What follows belongs to an exercise in optimizing a design on an open flow for small area; a production flow would make more cautious choices.
The RTL was checked by simulation tests, not by an equivalence proof against the original design.
Power is estimated from default activity; no workload was simulated.

==> flow/design.v <==
module gshare
	#(  parameter GH_WIDTH = 8,
		parameter PC_WIDTH = 32,
		parameter INDEX_W  = 8
	)
	(
	input clk,ares,sync_reset,
	input [PC_WIDTH-1:0] instr_data,
	input instr_valid,
	input [INDEX_W-1:0] pred_result_idx,
	input pred_result_data,
	input pred_result_valid,
	output [INDEX_W+1-1:0] pred_data,
	output pred_valid
);
	localparam N = 256;
	reg [N-1:0] dir_n;      
	reg [N-1:0] str;        
	reg [7:0] ghist;
	reg clr_pend;           
	reg wb_valid;           
	reg [7:0] wb_idx;
	reg wb_taken;
	genvar g, k;
	wire clear = clr_pend | sync_reset;
	wire [15:0] b_row = 16'd1 << wb_idx[7:4];
	wire [15:0] b_col = 16'd1 << wb_idx[3:0];
	wire [15:0] row_dir, row_str;
	generate for (g = 0; g < 16; g = g + 1) begin : rd
		assign row_dir[g] = |(b_col & ~dir_n[g*16 +: 16]);
		assign row_str[g] = |(b_col & str[g*16 +: 16]);
	end endgenerate
	wire cur_dir = |(b_row & row_dir);
	wire cur_str = |(b_row & row_str);
	wire new_dir = cur_str ? cur_dir : wb_taken;
	wire new_str = cur_dir ~^ wb_taken;
	wire [7:0] idx = instr_data[7:0] ^ ghist;
	wire [7:0] lo_sel = 8'd1 << idx[2:0];
	wire [31:0] grp;
	generate for (g = 0; g < 32; g = g + 1) begin : prd
		assign grp[g] = |(lo_sel & dir_n[g*8 +: 8]);
	end endgenerate
	wire tbl_dir_n = grp[idx[7:3]];
	wire p_hit = wb_valid & (wb_idx == idx);
	assign pred_data = {idx, p_hit ? new_dir : (clr_pend | ~tbl_dir_n)};
	assign pred_valid = instr_valid;
	wire [15:0] w_row = (b_row & {16{wb_valid}}) | {16{clear}};
	wire [15:0] w_col = b_col | {16{clear}};
	wire w_dir_n = ~clear & ~new_dir;
	wire w_str = ~clear & new_str;
	integer i;
	always @(posedge clk) begin
		for (i = 0; i < N; i = i + 1)
			if (w_row[i/16] & w_col[i%16]) begin
				dir_n[i] <= w_dir_n;
				str[i] <= w_str;
			end
	end
	always @(posedge clk or posedge ares) begin
		if (ares) begin
			clr_pend <= 1'b1;
			wb_valid <= 1'b0;
		end else begin
			clr_pend <= 1'b0;
			wb_valid <= pred_result_valid & ~sync_reset;
		end
	end
	always @(posedge clk) begin
		wb_idx <= pred_result_idx;
		wb_taken <= pred_result_data;
	end
	always @(posedge clk or posedge ares) begin
		if (ares) ghist <= 8'd0;
		else if (sync_reset) ghist <= 8'd0;
		else if (pred_result_valid) ghist <= {ghist[6:0], pred_result_data};
	end
endmodule
==> flow/config.mk <==
export PLATFORM = sky130hd
export DESIGN_NAME = gshare
export DESIGN_NICKNAME = gshare
export VERILOG_FILES = /design/flow/design.v
export SDC_FILE = /design/flow/constraint.sdc
export NUM_CORES = 4
export LEC_CHECK = 0
export CAP_MARGIN = 5
export CORE_MARGIN = 2
export CORE_UTILIZATION = 72
export CTS_BUF_LIST = sky130_fd_sc_hd__clkbuf_8
export CTS_CLUSTER_DIAMETER = 60
export CTS_CLUSTER_SIZE = 16
export PLACE_DENSITY = 0.82
export SLEW_MARGIN = 5
==> flow/constraint.sdc <==
create_clock -name core_clock -period 9.0 [get_ports {clk}]
set_input_delay 1.8000 -clock core_clock [delete_from_list [all_inputs] [get_ports {clk}]]
set_output_delay 1.8000 -clock core_clock [all_outputs]
set_load 0.01 [all_outputs]
standard.sh (not shown) runs the stock make flow with config.mk's settings and CLKGATE_MAP_FILE= SYNTH_SCRIPT=/design/flow/synth_recipe.tcl, a recipe that flattens the netlist after the stock synthesis.
==> flow/flow/run.sh <==
#!/bin/bash
set -euo pipefail
W=$(pwd)
# synthesis script: synth_recipe.tcl, sourcing a copy of ORFS synth.tcl whose
# abc call uses our script
sed "s#log_cmd abc {\*}\$abc_args#log_cmd abc -script $W/flow/abc.script {*}[lrange \$abc_args 2 end]#" \
  "$FLOW_HOME/scripts/synth.tcl" > "$W/area_synth_main.tcl"
grep -q "flow/abc.script" "$W/area_synth_main.tcl"
sed "s#\$::env(SCRIPTS_DIR)/synth.tcl#$W/area_synth_main.tcl#" "$W/synth_recipe.tcl" > "$W/area_synth.tcl"
grep -q "area_synth_main.tcl" "$W/area_synth.tcl"
sed "s#SYNTH_SCRIPT=[^ ]*#SYNTH_SCRIPT=$W/area_synth.tcl#" "$W/standard.sh" > "$W/area_standard.sh"
grep -q "area_synth.tcl" "$W/area_standard.sh"
export BUFFER_PORTS_ARGS="-buffer_cell sky130_fd_sc_hd__buf_1"
bash "$W/area_standard.sh" finish > "$W/flow_make.log" 2>&1
==> flow/flow/abc.script <==
strash
&get -n
&st
&dch -f
&nf -a -R 1000
&put
strash
&get -n
&st
&dch -f
&nf -a -R 1000
&put
strash
&get -n
&st
&dch -f
&nf -a -R 1000
&put
The first run completed with no timing, DRC or antenna violations.
Next try:
--- a/flow/config.mk
+++ b/flow/config.mk
@@ -6,10 +6,10 @@
 export NUM_CORES = 4
 export LEC_CHECK = 0
-export CAP_MARGIN = 5
+export CAP_MARGIN = 10
 export CORE_MARGIN = 2
-export CORE_UTILIZATION = 72
+export CORE_UTILIZATION = 65
 export CTS_BUF_LIST = sky130_fd_sc_hd__clkbuf_8
 export CTS_CLUSTER_DIAMETER = 60
 export CTS_CLUSTER_SIZE = 16
-export PLACE_DENSITY = 0.82
-export SLEW_MARGIN = 5
+export PLACE_DENSITY = 0.75
+export SLEW_MARGIN = 10
The changed run finished with timing, DRC and antenna clean. Global-route usage decreases by 3.7 points. Total power climbs slightly. Non-clock buffer count fell by 4. Critical path depth drops by 1. Clock-buffer cell count does not change. Cell count is higher by a few percent. Design area is higher slightly. Die area grows by roughly a tenth. Combinational power came out lower slightly. Register-to-register slack improves by 420 ps.

## what the ideal ports hide
Ports are ideal in the flow. The routed layouts listed here were re-timed in OpenROAD. Step 1, drivers: a clkbuf_16 drives clk and a buf_2 each remaining input, both assumed. Step 2 times the ports against the registers' clock, not the clock port: input delays grow and output delays shrink by t, the midpoint of the rising clock arrivals with the driver on. a / b / c = no drivers / after step 1 / after step 2; a / b = the first two.
run	t, ns	setup WS [ns]	hold WS [ns]	slew at the worst register clock pin (ns)	cell pins on the clock port's net
the first run	0.653	1.311 / 1.258 / 1.517	0.545 / 0.545 / 0.545	0.11 / 0.11	1
the second run	0.639	1.213 / 1.190 / 1.190	0.552 / 0.552 / 0.552	0.11 / 0.11	1
After both steps every run listed still meets setup and hold. For the second run, which loses most, drivers alone change the setup slack by -0.023 ns; drivers and shift together by -0.023 ns.
